Source: an optimization exercise on an open RTL-to-GDS flow (aim: small area). Production flows keep margins and buffers that such runs may drop.
RTL that was checked went through simulation tests only; none was proved equivalent to the original.
Power figures rest on the tool's default switching activity, not on a simulated workload.

Design xor_encrypt, start of the top module:
module xor_encrypt(
        input logic clk,
        input logic valid_in,
        input logic [7:0] key,
        input logic [255:0] code,
        output logic [255:0] code_out,
        output logic valid_out
);
Size in the first run: ~0.012 mm^2 of cells after synthesis.
==> flow/config.mk <==
export PLATFORM = sky130hd
export DESIGN_NAME = xor_encrypt
export DESIGN_NICKNAME = xor_encrypt
export VERILOG_FILES = /design/flow/design.v
export SDC_FILE = /design/flow/constraint.sdc
export NUM_CORES = 4
export LEC_CHECK = 0
export CAP_MARGIN = 20
export CORE_MARGIN = 2
export CORE_UTILIZATION = 40
export CTS_BUF_LIST = sky130_fd_sc_hd__clkbuf_16
export CTS_CLUSTER_DIAMETER = 100
export CTS_CLUSTER_SIZE = 24
export SLEW_MARGIN = 20
export SYNTH_HIERARCHICAL = 1
export SYNTH_MINIMUM_KEEP_SIZE = 0
==> flow/constraint.sdc <==
create_clock -name core_clock -period 4.0 [get_ports {clk}]
set_input_delay 0.8000 -clock core_clock [delete_from_list [all_inputs] [get_ports {clk}]]
set_output_delay 0.8000 -clock core_clock [all_outputs]
set_load 0.01 [all_outputs]
standard.sh (not shown) runs the stock make flow with config.mk's settings and CLKGATE_MAP_FILE= SYNTH_SCRIPT=/design/flow/synth_recipe.tcl, a recipe that flattens the netlist after the stock synthesis.
==> flow/flow/run.sh <==
#!/bin/bash
# Own layout flow: the standard flow (standard synthesis unchanged), with the port
# buffers that global placement inserts on every input and output made the smallest
# buffer, sky130_fd_sc_hd__buf_1, instead of the default pick. Everything else is as in
# the standard flow. make's full output goes to flow_make.log in this folder; ORFS
# writes each step's log under orfs/logs/.
set -euo pipefail
export BUFFER_PORTS_ARGS="-buffer_cell sky130_fd_sc_hd__buf_1"
bash standard.sh finish > flow_make.log 2>&1
test -f out/final.def
Change:
--- a/flow/design.v
+++ b/flow/design.v
@@ -45,14 +45,15 @@
 logic [7:0] p17;
 logic [7:0] p18;
 logic [7:0] bs19_20;
 logic [7:0] bs21_22;
 logic [7:0] bs23_24;
 logic [7:0] bs25_26;
-logic [7:0] bs27_28;
-logic [7:0] bs29_30;
+logic [7:0] bs25_27;
+logic [7:0] bs28_29;
+logic [7:0] bs30_31;
 logic [7:0] q19;
 logic [7:0] q20;
 logic [7:0] q21;
 logic [7:0] q22;
 logic [7:0] q23;
 logic [7:0] q24;
@@ -92,27 +93,28 @@
 xor_gate u_p17 (.A(p16), .B(code[143:136]), .Y(p17));
 xor_gate u_p18 (.A(p16), .B(bs17_18), .Y(p18));
 xor_gate u_bs19_20 (.A(code[159:152]), .B(code[167:160]), .Y(bs19_20));
 xor_gate u_bs21_22 (.A(code[175:168]), .B(code[183:176]), .Y(bs21_22));
 xor_gate u_bs23_24 (.A(code[191:184]), .B(code[199:192]), .Y(bs23_24));
 xor_gate u_bs25_26 (.A(code[207:200]), .B(code[215:208]), .Y(bs25_26));
-xor_gate u_bs27_28 (.A(code[223:216]), .B(code[231:224]), .Y(bs27_28));
-xor_gate u_bs29_30 (.A(code[239:232]), .B(code[247:240]), .Y(bs29_30));
+xor_gate u_bs25_27 (.A(bs25_26), .B(code[223:216]), .Y(bs25_27));
+xor_gate u_bs28_29 (.A(code[231:224]), .B(code[239:232]), .Y(bs28_29));
+xor_gate u_bs30_31 (.A(code[247:240]), .B(code[255:248]), .Y(bs30_31));
 xor_gate u_q19 (.A(r[151:144]), .B(r[159:152]), .Y(q19));
 xor_gate u_q20 (.A(r[151:144]), .B(r[167:160]), .Y(q20));
 xor_gate u_q21 (.A(q20), .B(r[175:168]), .Y(q21));
 xor_gate u_q22 (.A(q20), .B(r[183:176]), .Y(q22));
 xor_gate u_q23 (.A(q22), .B(r[191:184]), .Y(q23));
 xor_gate u_q24 (.A(q22), .B(r[199:192]), .Y(q24));
 xor_gate u_q25 (.A(q24), .B(r[207:200]), .Y(q25));
 xor_gate u_q26 (.A(q24), .B(r[215:208]), .Y(q26));
-xor_gate u_q27 (.A(q26), .B(r[223:216]), .Y(q27));
-xor_gate u_q28 (.A(q26), .B(r[231:224]), .Y(q28));
-xor_gate u_q29 (.A(q28), .B(r[239:232]), .Y(q29));
-xor_gate u_q30 (.A(q28), .B(r[247:240]), .Y(q30));
-xor_gate u_q31 (.A(q30), .B(r[255:248]), .Y(q31));
+xor_gate u_q27 (.A(q24), .B(r[223:216]), .Y(q27));
+xor_gate u_q28 (.A(q27), .B(r[231:224]), .Y(q28));
+xor_gate u_q29 (.A(q27), .B(r[239:232]), .Y(q29));
+xor_gate u_q30 (.A(q29), .B(r[247:240]), .Y(q30));
+xor_gate u_q31 (.A(q29), .B(r[255:248]), .Y(q31));
 assign d[7:0] = p0;
 assign d[15:8] = p1;
 assign d[23:16] = p2;
 assign d[31:24] = p3;
 assign d[39:32] = p4;
 assign d[47:40] = p5;
@@ -134,17 +136,17 @@
 assign d[175:168] = code[175:168];
 assign d[183:176] = bs21_22;
 assign d[191:184] = code[191:184];
 assign d[199:192] = bs23_24;
 assign d[207:200] = code[207:200];
 assign d[215:208] = bs25_26;
-assign d[223:216] = code[223:216];
-assign d[231:224] = bs27_28;
-assign d[239:232] = code[239:232];
-assign d[247:240] = bs29_30;
-assign d[255:248] = code[255:248];
+assign d[223:216] = bs25_27;
+assign d[231:224] = code[231:224];
+assign d[239:232] = bs28_29;
+assign d[247:240] = code[247:240];
+assign d[255:248] = bs30_31;
 always_ff @(posedge clk) begin
     valid_out <= valid_in;
 end
 always_ff @(posedge clk) begin
     if (valid_in) r <= d;
 end
Outcome: Utilization went down by 0.65 points. Die area is higher by 0.56%. Design area goes down by 1.1%. Worst setup slack degrades by 0.034 ns. Routed wire length climbs by 1.5%. Flip-flop and latch count is unchanged. Total power came out lower by 1.9%. Final cell count stays flat. First-iteration DRC count is lower by 17%. Clock-buffer cell count stays the same.
No functional check of the RTL was part of the first run of this note.

========
Another version of the RTL of xor_encrypt (not shown whole).
For scale: about 760 cells after synthesis, roughly 260 flip-flops, ~520 I/O pins.
==> module xor_encrypt, before the edit <==
module xor_encrypt(
        input logic clk,
        input logic valid_in,
        input logic [7:0] key,
        input logic [255:0] code,
        output logic [255:0] code_out,
        output logic valid_out
);
logic [255:0] d;    
logic [255:0] r;    
logic [7:0] p0;
logic [7:0] p1;
logic [7:0] bs2_3;
logic [7:0] p2;
logic [7:0] p3;
logic [7:0] p4;
logic [7:0] bs5_6;
logic [7:0] p5;
logic [7:0] p6;
logic [7:0] p7;
logic [7:0] bs8_9;
logic [7:0] p8;
logic [7:0] p9;
logic [7:0] p10;
logic [7:0] bs11_12;
logic [7:0] p11;
logic [7:0] p12;
logic [7:0] p13;
logic [7:0] bs14_15;
logic [7:0] p14;
logic [7:0] p15;
logic [7:0] p16;
logic [7:0] bs17_18;
logic [7:0] p17;
logic [7:0] p18;
logic [7:0] bs19_20;
logic [7:0] bs21_22;
logic [7:0] bs23_24;
logic [7:0] bs25_26;
logic [7:0] bs27_28;
logic [7:0] bs29_30;
logic [7:0] q19;
logic [7:0] q20;
logic [7:0] q21;
logic [7:0] q22;
logic [7:0] q23;
logic [7:0] q24;
logic [7:0] q25;
logic [7:0] q26;
logic [7:0] q27;
logic [7:0] q28;
logic [7:0] q29;
logic [7:0] q30;
logic [7:0] q31;
xor_gate u_p0 (.A(key), .B(code[7:0]), .Y(p0));
xor_gate u_p1 (.A(p0), .B(code[15:8]), .Y(p1));
xor_gate u_bs2_3 (.A(code[23:16]), .B(code[31:24]), .Y(bs2_3));
xor_gate u_p2 (.A(p1), .B(code[23:16]), .Y(p2));
xor_gate u_p3 (.A(p1), .B(bs2_3), .Y(p3));
xor_gate u_p4 (.A(p3), .B(code[39:32]), .Y(p4));
xor_gate u_bs5_6 (.A(code[47:40]), .B(code[55:48]), .Y(bs5_6));
xor_gate u_p5 (.A(p4), .B(code[47:40]), .Y(p5));
xor_gate u_p6 (.A(p4), .B(bs5_6), .Y(p6));
xor_gate u_p7 (.A(p6), .B(code[63:56]), .Y(p7));
xor_gate u_bs8_9 (.A(code[71:64]), .B(code[79:72]), .Y(bs8_9));
xor_gate u_p8 (.A(p7), .B(code[71:64]), .Y(p8));
xor_gate u_p9 (.A(p7), .B(bs8_9), .Y(p9));
xor_gate u_p10 (.A(p9), .B(code[87:80]), .Y(p10));
xor_gate u_bs11_12 (.A(code[95:88]), .B(code[103:96]), .Y(bs11_12));
xor_gate u_p11 (.A(p10), .B(code[95:88]), .Y(p11));
xor_gate u_p12 (.A(p10), .B(bs11_12), .Y(p12));
xor_gate u_p13 (.A(p12), .B(code[111:104]), .Y(p13));
xor_gate u_bs14_15 (.A(code[119:112]), .B(code[127:120]), .Y(bs14_15));
xor_gate u_p14 (.A(p13), .B(code[119:112]), .Y(p14));
xor_gate u_p15 (.A(p13), .B(bs14_15), .Y(p15));
xor_gate u_p16 (.A(p15), .B(code[135:128]), .Y(p16));
xor_gate u_bs17_18 (.A(code[143:136]), .B(code[151:144]), .Y(bs17_18));
xor_gate u_p17 (.A(p16), .B(code[143:136]), .Y(p17));
xor_gate u_p18 (.A(p16), .B(bs17_18), .Y(p18));
xor_gate u_bs19_20 (.A(code[159:152]), .B(code[167:160]), .Y(bs19_20));
xor_gate u_bs21_22 (.A(code[175:168]), .B(code[183:176]), .Y(bs21_22));
xor_gate u_bs23_24 (.A(code[191:184]), .B(code[199:192]), .Y(bs23_24));
xor_gate u_bs25_26 (.A(code[207:200]), .B(code[215:208]), .Y(bs25_26));
xor_gate u_bs27_28 (.A(code[223:216]), .B(code[231:224]), .Y(bs27_28));
xor_gate u_bs29_30 (.A(code[239:232]), .B(code[247:240]), .Y(bs29_30));
xor_gate u_q19 (.A(r[151:144]), .B(r[159:152]), .Y(q19));
xor_gate u_q20 (.A(r[151:144]), .B(r[167:160]), .Y(q20));
xor_gate u_q21 (.A(q20), .B(r[175:168]), .Y(q21));
xor_gate u_q22 (.A(q20), .B(r[183:176]), .Y(q22));
xor_gate u_q23 (.A(q22), .B(r[191:184]), .Y(q23));
xor_gate u_q24 (.A(q22), .B(r[199:192]), .Y(q24));
xor_gate u_q25 (.A(q24), .B(r[207:200]), .Y(q25));
xor_gate u_q26 (.A(q24), .B(r[215:208]), .Y(q26));
xor_gate u_q27 (.A(q26), .B(r[223:216]), .Y(q27));
xor_gate u_q28 (.A(q26), .B(r[231:224]), .Y(q28));
xor_gate u_q29 (.A(q28), .B(r[239:232]), .Y(q29));
xor_gate u_q30 (.A(q28), .B(r[247:240]), .Y(q30));
xor_gate u_q31 (.A(q30), .B(r[255:248]), .Y(q31));
assign d[7:0] = p0;
assign d[15:8] = p1;
assign d[23:16] = p2;
assign d[31:24] = p3;
assign d[39:32] = p4;
assign d[47:40] = p5;
assign d[55:48] = p6;
assign d[63:56] = p7;
assign d[71:64] = p8;
assign d[79:72] = p9;
assign d[87:80] = p10;
assign d[95:88] = p11;
assign d[103:96] = p12;
assign d[111:104] = p13;
assign d[119:112] = p14;
assign d[127:120] = p15;
assign d[135:128] = p16;
assign d[143:136] = p17;
assign d[151:144] = p18;
assign d[159:152] = code[159:152];
assign d[167:160] = bs19_20;
assign d[175:168] = code[175:168];
assign d[183:176] = bs21_22;
assign d[191:184] = code[191:184];
assign d[199:192] = bs23_24;
assign d[207:200] = code[207:200];
assign d[215:208] = bs25_26;
assign d[223:216] = code[223:216];
assign d[231:224] = bs27_28;
assign d[239:232] = code[239:232];
assign d[247:240] = bs29_30;
assign d[255:248] = code[255:248];
always_ff @(posedge clk) begin
    valid_out <= valid_in;
end
always_ff @(posedge clk) begin
    if (valid_in) r <= d;
end
assign code_out[7:0] = r[7:0];
assign code_out[15:8] = r[15:8];
assign code_out[23:16] = r[23:16];
assign code_out[31:24] = r[31:24];
assign code_out[39:32] = r[39:32];
assign code_out[47:40] = r[47:40];
assign code_out[55:48] = r[55:48];
assign code_out[63:56] = r[63:56];
assign code_out[71:64] = r[71:64];
assign code_out[79:72] = r[79:72];
assign code_out[87:80] = r[87:80];
assign code_out[95:88] = r[95:88];
assign code_out[103:96] = r[103:96];
assign code_out[111:104] = r[111:104];
assign code_out[119:112] = r[119:112];
assign code_out[127:120] = r[127:120];
assign code_out[135:128] = r[135:128];
assign code_out[143:136] = r[143:136];
assign code_out[151:144] = r[151:144];
assign code_out[159:152] = q19;
assign code_out[167:160] = q20;
assign code_out[175:168] = q21;
assign code_out[183:176] = q22;
assign code_out[191:184] = q23;
assign code_out[199:192] = q24;
assign code_out[207:200] = q25;
assign code_out[215:208] = q26;
assign code_out[223:216] = q27;
assign code_out[231:224] = q28;
assign code_out[239:232] = q29;
assign code_out[247:240] = q30;
assign code_out[255:248] = q31;
endmodule
make LEC_CHECK=0 CAP_MARGIN=20 CORE_MARGIN=2 CORE_UTILIZATION=40 SLEW_MARGIN=20 SYNTH_HIERARCHICAL=1 SYNTH_MINIMUM_KEEP_SIZE=0 finish   # period 4.0 ns
run.sh (not shown) runs the stock make flow with config.mk's settings and CLKGATE_MAP_FILE= SYNTH_SCRIPT=/design/flow/synth_recipe.tcl, a recipe that flattens the netlist after the stock synthesis.
Stock flow here: none of the scripts above is used.
The first run completed without violations.
Rerun with:
--- a/flow/design.v
+++ b/flow/design.v
@@ -38,16 +38,16 @@
 logic [7:0] p14;
 logic [7:0] p15;
 logic [7:0] p16;
 logic [7:0] bs17_18;
-logic [7:0] p17;
-logic [7:0] p18;
 logic [7:0] bs19_20;
 logic [7:0] bs21_22;
 logic [7:0] bs23_24;
 logic [7:0] bs25_26;
 logic [7:0] bs27_28;
 logic [7:0] bs29_30;
+logic [7:0] q17;
+logic [7:0] q18;
 logic [7:0] q19;
 logic [7:0] q20;
 logic [7:0] q21;
 logic [7:0] q22;
@@ -82,18 +82,18 @@
 xor_gate u_p14 (.A(p13), .B(code[119:112]), .Y(p14));
 xor_gate u_p15 (.A(p13), .B(bs14_15), .Y(p15));
 xor_gate u_p16 (.A(p15), .B(code[135:128]), .Y(p16));
 xor_gate u_bs17_18 (.A(code[143:136]), .B(code[151:144]), .Y(bs17_18));
-xor_gate u_p17 (.A(p16), .B(code[143:136]), .Y(p17));
-xor_gate u_p18 (.A(p16), .B(bs17_18), .Y(p18));
 xor_gate u_bs19_20 (.A(code[159:152]), .B(code[167:160]), .Y(bs19_20));
 xor_gate u_bs21_22 (.A(code[175:168]), .B(code[183:176]), .Y(bs21_22));
 xor_gate u_bs23_24 (.A(code[191:184]), .B(code[199:192]), .Y(bs23_24));
 xor_gate u_bs25_26 (.A(code[207:200]), .B(code[215:208]), .Y(bs25_26));
 xor_gate u_bs27_28 (.A(code[223:216]), .B(code[231:224]), .Y(bs27_28));
 xor_gate u_bs29_30 (.A(code[239:232]), .B(code[247:240]), .Y(bs29_30));
-xor_gate u_q19 (.A(r[151:144]), .B(r[159:152]), .Y(q19));
-xor_gate u_q20 (.A(r[151:144]), .B(r[167:160]), .Y(q20));
+xor_gate u_q17 (.A(r[135:128]), .B(r[143:136]), .Y(q17));
+xor_gate u_q18 (.A(r[135:128]), .B(r[151:144]), .Y(q18));
+xor_gate u_q19 (.A(q18), .B(r[159:152]), .Y(q19));
+xor_gate u_q20 (.A(q18), .B(r[167:160]), .Y(q20));
 xor_gate u_q21 (.A(q20), .B(r[175:168]), .Y(q21));
 xor_gate u_q22 (.A(q20), .B(r[183:176]), .Y(q22));
 xor_gate u_q23 (.A(q22), .B(r[191:184]), .Y(q23));
 xor_gate u_q24 (.A(q22), .B(r[199:192]), .Y(q24));
@@ -120,10 +120,10 @@
 assign d[111:104] = p13;
 assign d[119:112] = p14;
 assign d[127:120] = p15;
 assign d[135:128] = p16;
-assign d[143:136] = p17;
-assign d[151:144] = p18;
+assign d[143:136] = code[143:136];
+assign d[151:144] = bs17_18;
 assign d[159:152] = code[159:152];
 assign d[167:160] = bs19_20;
 assign d[175:168] = code[175:168];
 assign d[183:176] = bs21_22;
@@ -158,10 +158,10 @@
 assign code_out[111:104] = r[111:104];
 assign code_out[119:112] = r[119:112];
 assign code_out[127:120] = r[127:120];
 assign code_out[135:128] = r[135:128];
-assign code_out[143:136] = r[143:136];
-assign code_out[151:144] = r[151:144];
+assign code_out[143:136] = q17;
+assign code_out[151:144] = q18;
 assign code_out[159:152] = q19;
 assign code_out[167:160] = q20;
 assign code_out[175:168] = q21;
 assign code_out[183:176] = q22;
Effect:
- The changed run finished clean
- die area decreases by 0.98%
- clock power barely changes
- cell area decreases by 1.1%
- synthesized area decreases by 1.0%
- fmax increases by 0.76%
- utilization increases by 0.65 points
- wire length increases by 1.6%
- via count decreases by 0.81%
- clock-buffer cell count decreases by 7
- power increases by 1.2%
- global-route usage increases by 0.91 points
- cell count decreases by 1.0%
- setup slack gains 0.029 ns
- combinational power increases by 4.0%
No functional check of the RTL was part of any run of this note.

static timing again, ports no longer ideal:
In the flow no input, the clock included, has a driving cell. The finished layouts below were timed again as built, in two steps.
Step 1, drivers: a clkbuf_16 drives clk and a buf_2 each remaining input, both assumed.
Step 2 also shifts input and output timing later by t, the mid clock arrival at the registers, as if the neighbouring blocks saw the same clock.
a / b / c = ideal / step 1 / step 2; a / b = the first two.
run	shift t [ns]	setup slack, ns	pins driven straight from the clock port
the first run of note 1	0.534	0.235 / 0.185 / -0.019	1
the second run of note 1	0.528	0.201 / 0.152 / -0.013	1
the first run of note 2	0.573	0.094 / 0.045 / -0.444	1
the second run of note 2	0.575	0.123 / 0.074 / -0.426	1
With both steps, setup timing fails in every run listed, where it was met with ideal ports. The setup slack of the second run of note 2, which loses most, moves by -0.049 ns with the drivers and by -0.549 ns with both steps.
